Source: an optimization exercise on an open RTL-to-GDS flow (aim: small area). Production flows keep margins and buffers that such runs may drop. RTL that was checked went through simulation tests only; none was proved equivalent to the original. Power figures rest on the tool's default switching activity, not on a simulated workload.

== lane 3 ==
==> module i2c_master, before the edit <==
module i2c_master(clk, rst, newd, op, addr, stretch, stretching, data_bit, dout, busy, done,
	ack_err, sda, scl, state_o, bit_count_o, add_o, bit_end_o);
input clk, rst, op, newd, stretch;
input [6:0] addr;
input stretching;	 
input data_bit;		 
output [7:0] dout;
output busy;
output reg done, ack_err;
output reg sda, scl;	 
output [3:0] state_o, bit_count_o;
output [7:0] add_o;
output bit_end_o;
localparam IDLE = 4'd0, START = 4'd1, WRITE_ADD = 4'd2, ACK_1 = 4'd3, WRITE_DATA = 4'd4,
	ACK_2 = 4'd5, STOP = 4'd6, MASTER_NACK = 4'd7, READ_DATA = 4'd8;
reg [3:0] state;
localparam [6:0] SUB0 = 7'd1, SUB_END = 7'd93;
reg [1:0] pulse;
reg [6:0] sub;
wire sub_end = (sub == SUB_END);
wire bit_end = sub_end && (pulse == 2'd3);
wire at_phase_start = (sub == SUB0);
always @(posedge clk) begin
	if(rst)
		pulse <= 0;
	else if(sub_end)
		pulse <= pulse + 1'b1;
	if(rst || state == IDLE || sub_end)
		sub <= SUB0;
	else
		sub <= {sub[5:0], sub[6] ^ sub[5]};
end
reg [7:0] rx_data;
reg [7:0] add;
reg [3:0] bit_count;
wire bit8 = bit_count[3];
wire add_bit = add[~bit_count[2:0]];
reg last_bit;
always @(posedge clk)
	if(state == IDLE)
		add <= {addr,op};
always @(posedge clk) begin
	if(rst) begin
		state <= IDLE;
		bit_count <= 0;
		done <= 0;
		ack_err <= 0;
		rx_data <= 0;
		last_bit <= 0;
		sda <= 1;
		scl <= 0;
	end
	else begin
		done <= (state == STOP) && bit_end;
		case(state)
			IDLE: begin
				sda <= 1;
				scl <= 0;
				if(newd)
					state <= START;
			end
			START: begin
				sda <= ~pulse[1];
				scl <= ~bit_end;
				if(bit_end)
					state <= WRITE_ADD;
			end
			WRITE_ADD: begin
				if(~bit8) begin
					sda <= (pulse != 2'd0) && add_bit;
					scl <= pulse[1] && !bit_end;
					if(bit_end)
						bit_count <= bit_count + 1'b1;
				end
				else begin
					sda <= stretch | last_bit;
					scl <= 0;
					bit_count <= 0;
					state <= ACK_1;
				end
			end
			ACK_1: begin
				if(stretching) begin
					sda <= !(bit_end && !stretch) | last_bit;
					scl <= 0;
				end
				else begin
					sda <= 0;
					scl <= (pulse == 2'd0) || (pulse[1] && !bit_end);
					if(bit_end)
						state <= add[0] ? READ_DATA : WRITE_DATA;
				end
			end
			WRITE_DATA: begin
				if(~bit8) begin
					sda <= (pulse != 2'd0) && data_bit;
					scl <= pulse[1] && !bit_end;
					if(bit_end)
						bit_count <= bit_count + 1'b1;
				end
				else begin
					sda <= 0;
					scl <= 0;
					bit_count <= 0;
					state <= ACK_2;
				end
			end
			READ_DATA: begin
				if(~bit8) begin
					if(pulse != 2'd0)
						sda <= data_bit;
					if(pulse == 2'd1 && at_phase_start)
						last_bit <= data_bit;
					if(pulse == 2'd2 && at_phase_start)
						rx_data <= {rx_data[6:0], sda};
					scl <= pulse[1] && !bit_end;
					if(bit_end)
						bit_count <= bit_count + 1'b1;
				end
				else begin
					sda <= 0;
					scl <= 0;
					bit_count <= 0;
					state <= MASTER_NACK;
				end
			end
			ACK_2: begin
				sda <= 0;
				scl <= pulse[1];
				last_bit <= 0;
				if(bit_end)
					state <= STOP;
			end
			MASTER_NACK: begin
				sda <= ~bit_end;
				scl <= pulse[1];
				if(bit_end) begin
					state <= STOP;
					ack_err <= 1;
				end
			end
			STOP: begin
				sda <= pulse[1];
				scl <= ~bit_end;
				if(bit_end)
					state <= IDLE;
			end
			default: ;
		endcase
	end
end
assign dout = rx_data;
assign busy = (state != IDLE);
assign state_o = state;
assign bit_count_o = bit_count;
assign add_o = add;
assign bit_end_o = bit_end;
endmodule
==> module i2c_Slave, before the edit <==
module i2c_Slave(clk, rst, stretch, din, mstate, bit_count, add, bit_end,
	stretching, data_bit);
input clk, rst, stretch;
input [7:0] din;
input [3:0] mstate;
input [3:0] bit_count;
input [7:0] add;
input bit_end;
output reg stretching;
output data_bit;
localparam IDLE = 4'd0, START = 4'd1, WRITE_ADD = 4'd2, ACK_1 = 4'd3, WRITE_DATA = 4'd4,
	ACK_2 = 4'd5, STOP = 4'd6, MASTER_NACK = 4'd7, READ_DATA = 4'd8;
always@(posedge clk)
	if((mstate == WRITE_ADD && bit_count[3]) || (mstate == ACK_1 && bit_end))
		stretching <= stretch;
reg [6:0] pos;
reg scrub;
reg [127:0] ring [0:7];
wire hit = (pos == add[7:1]);
wire wr = hit && (mstate == ACK_2);
wire [7:0] init = {1'b0, pos};
reg [7:0] data;
integer b;
always@(posedge clk) begin
	if(rst) begin
		pos <= 0;
		scrub <= 1;
	end
	else begin
		pos <= {pos[5:0], pos[6] ^ pos[5] ^ (pos[5:0] == 6'd0)};
		if(pos == 7'd64) scrub <= 0;
	end
	for(b = 0; b < 8; b = b + 1)
		ring[b] <= {scrub ? init[b] : wr ? data[b] : ring[b][0], ring[b][127:1]};
end
always@(posedge clk)
	if(mstate == IDLE)
		data <= din;
	else if(hit && add[0])
		for(b = 0; b < 8; b = b + 1)
			data[b] <= ring[b][0];
assign data_bit = data[~bit_count[2:0]];
endmodule
==> module i2c_top, before the edit <==
module i2c_top(
input clk, rst, newd, op, stretch,
input [6:0] addr,
input [7:0] din,
output [7:0] dout,
output busy,ack_err,
output done,
output sda, scl
);
wire [3:0] state;
wire [3:0] bit_count;
wire [7:0] add;
wire bit_end, stretching, data_bit;
i2c_master master (.clk(clk), .rst(rst), .newd(newd), .op(op), .addr(addr), .stretch(stretch),
	.stretching(stretching), .data_bit(data_bit), .dout(dout), .busy(busy), .done(done),
	.ack_err(ack_err), .sda(sda), .scl(scl), .state_o(state), .bit_count_o(bit_count),
	.add_o(add), .bit_end_o(bit_end));
i2c_Slave slave (.clk(clk), .rst(rst), .stretch(stretch), .din(din),
	.mstate(state), .bit_count(bit_count), .add(add), .bit_end(bit_end),
	.stretching(stretching), .data_bit(data_bit));
endmodule
export LEC_CHECK = 0
export ABC_AREA = 1
export CAP_MARGIN = 20
export CORE_MARGIN = 2
export CORE_UTILIZATION = 40
export SLEW_MARGIN = 20
create_clock -name core_clock -period 10.0 [get_ports {clk}]
standard.sh (not shown) runs the stock make flow with config.mk's settings and CLKGATE_MAP_FILE= SYNTH_SCRIPT=/design/flow/synth_recipe.tcl, a recipe that flattens the netlist after the stock synthesis.
==> flow/flow/run.sh <==
#!/bin/bash
# The standard ORFS layout with three changes:
#  - synthesis maps logic with an area-oriented ABC script (flow/area.abc);
#  - a lighter clock tree: small buffers, no dummy loads;
#  - the smallest buffer on the ports.
set -uo pipefail
HERE=$(pwd)
export AREA_ABC_SCRIPT=$HERE/flow/area.abc
export CTS_ARGS="-sink_clustering_enable -repair_clock_nets -dont_use_dummy_load -buf_list sky130_fd_sc_hd__clkbuf_4 -sink_clustering_size 12 -sink_clustering_max_diameter 40"
export BUFFER_PORTS_ARGS="-buffer_cell sky130_fd_sc_hd__buf_1"
cat flow/synth_abc.tcl synth_recipe.tcl > area_synth.tcl
sed "s#SYNTH_SCRIPT=[^ ]*#SYNTH_SCRIPT=$HERE/area_synth.tcl#" standard.sh > area_standard.sh
bash area_standard.sh > standard.log 2>&1
==> flow/flow/area.abc <==
strash
&get -n
&deepsyn -T 60
&put
dch -f
amap
topo
==> flow/flow/synth_abc.tcl <==
# Run ORFS's abc step with an area-oriented script (flow/area.abc) in place
# of ORFS's own; everything else in the standard flow's synthesis stays as it is.
proc abc {args} {
  set i [lsearch -exact $args -script]
  if { $i >= 0 } { set args [lreplace $args $i [expr {$i + 1}] -script $::env(AREA_ABC_SCRIPT)] }
  yosys abc {*}$args
}
Having completed the whole flow, lane 3 delivered a layout that passed the timing, DRC and antenna checks.
Setup changes, lane 3 to lane 2
--- a/flow/design.v
+++ b/flow/design.v
@@ -22,10 +22,12 @@
 wire at_phase_start = (sub == SUB0);
 always @(posedge clk) begin
-	if(rst)
+	if(rst || state == IDLE) begin
 		pulse <= 0;
-	else if(sub_end)
+		sub <= SUB0;
+	end
+	else if(sub_end) begin
 		pulse <= pulse + 1'b1;
-	if(rst || state == IDLE || sub_end)
 		sub <= SUB0;
+	end
 	else
 		sub <= {sub[5:0], sub[6] ^ sub[5]};
@@ -38,5 +40,5 @@
 reg last_bit;
 always @(posedge clk)
-	if(state == IDLE)
+	if(state == IDLE && newd)
 		add <= {addr,op};
 always @(posedge clk) begin
@@ -157,7 +159,7 @@
 assign bit_end_o = bit_end;
 endmodule
-module i2c_Slave(clk, rst, stretch, din, mstate, bit_count, add, bit_end,
+module i2c_Slave(clk, rst, stretch, newd, din, mstate, bit_count, add, bit_end,
 	stretching, data_bit);
-input clk, rst, stretch;
+input clk, rst, stretch, newd;
 input [7:0] din;
 input [3:0] mstate;
@@ -193,6 +195,8 @@
 end
 always@(posedge clk)
-	if(mstate == IDLE)
-		data <= din;
+	if(mstate == IDLE) begin
+		if(newd)
+			data <= din;
+	end
 	else if(hit && add[0])
 		for(b = 0; b < 8; b = b + 1)
@@ -218,5 +222,5 @@
 	.ack_err(ack_err), .sda(sda), .scl(scl), .state_o(state), .bit_count_o(bit_count),
 	.add_o(add), .bit_end_o(bit_end));
-i2c_Slave slave (.clk(clk), .rst(rst), .stretch(stretch), .din(din),
+i2c_Slave slave (.clk(clk), .rst(rst), .stretch(stretch), .newd(newd), .din(din),
 	.mstate(state), .bit_count(bit_count), .add(add), .bit_end(bit_end),
 	.stretching(stretching), .data_bit(data_bit));
==> comparison <==
Looking at the reports, lane 2 completed the entire flow and the layout it produced met the timing, DRC and antenna checks.
The critical path depth in lane 2 sits 2 above the value recorded for lane 3.
Final-layout fill cell count was lower in lane 3 than in lane 2.
| gate count of the mapped netlist | lane 3 vs lane 2 | ≈ equal |
There was hardly any difference in final core utilization between lane 3 and lane 2.
Against lane 3, lane 2 comes in 0.40 points lower on met3 layer usage reported by global route.
From lane 3 to lane 2 the numbers moved as follows: net count of the mapped netlist held steady, growth of design area from synthesis to finish barely changed, path depth of the worst reg2reg path fell by 3, power share of the combinational group stayed essentially flat, via-per-instance ratio moved down.
~same cell count in lane 2 and lane 3
Diff lane 3 -> lane 2 | pin slew with the least headroom to its limit | increase of 0.056 ns
Per the comparison of lane 2 with lane 3, proportion of power drawn by the clock network +0.2 points, total wire length -870 um.
Function not checked in lane 2: the RTL went through the layout flow alone.

## separate check: timing with driven ports
No port has a modelled driver above. Below, the same layouts with a new extraction and two added sets of constraints. Step 1: set_driving_cell puts a clkbuf_16 on clk and a buf_2 on each other input, an assumption about the parent block. Step 2 times the ports against the registers' clock, not the clock port: input delays grow and output delays shrink by t, the midpoint of the rising clock arrivals with the driver on. a / b / c = ideal ports / drivers / drivers and shift; a / b = the first two.
run	t, ns	setup WS [ns]	hold WS [ns]	latest minus earliest clock arrival (ns)	slew at the worst register clock pin (ns)
lane 3	0.873	5.958 / 5.910 / 6.344	0.269 / 0.269 / 0.269	0.081 / 0.081	0.12 / 0.12
lane 2	0.847	4.769 / 4.721 / 5.567	0.282 / 0.282 / 0.282	0.103 / 0.103	0.12 / 0.12
After both steps setup and hold are still met in every run listed.
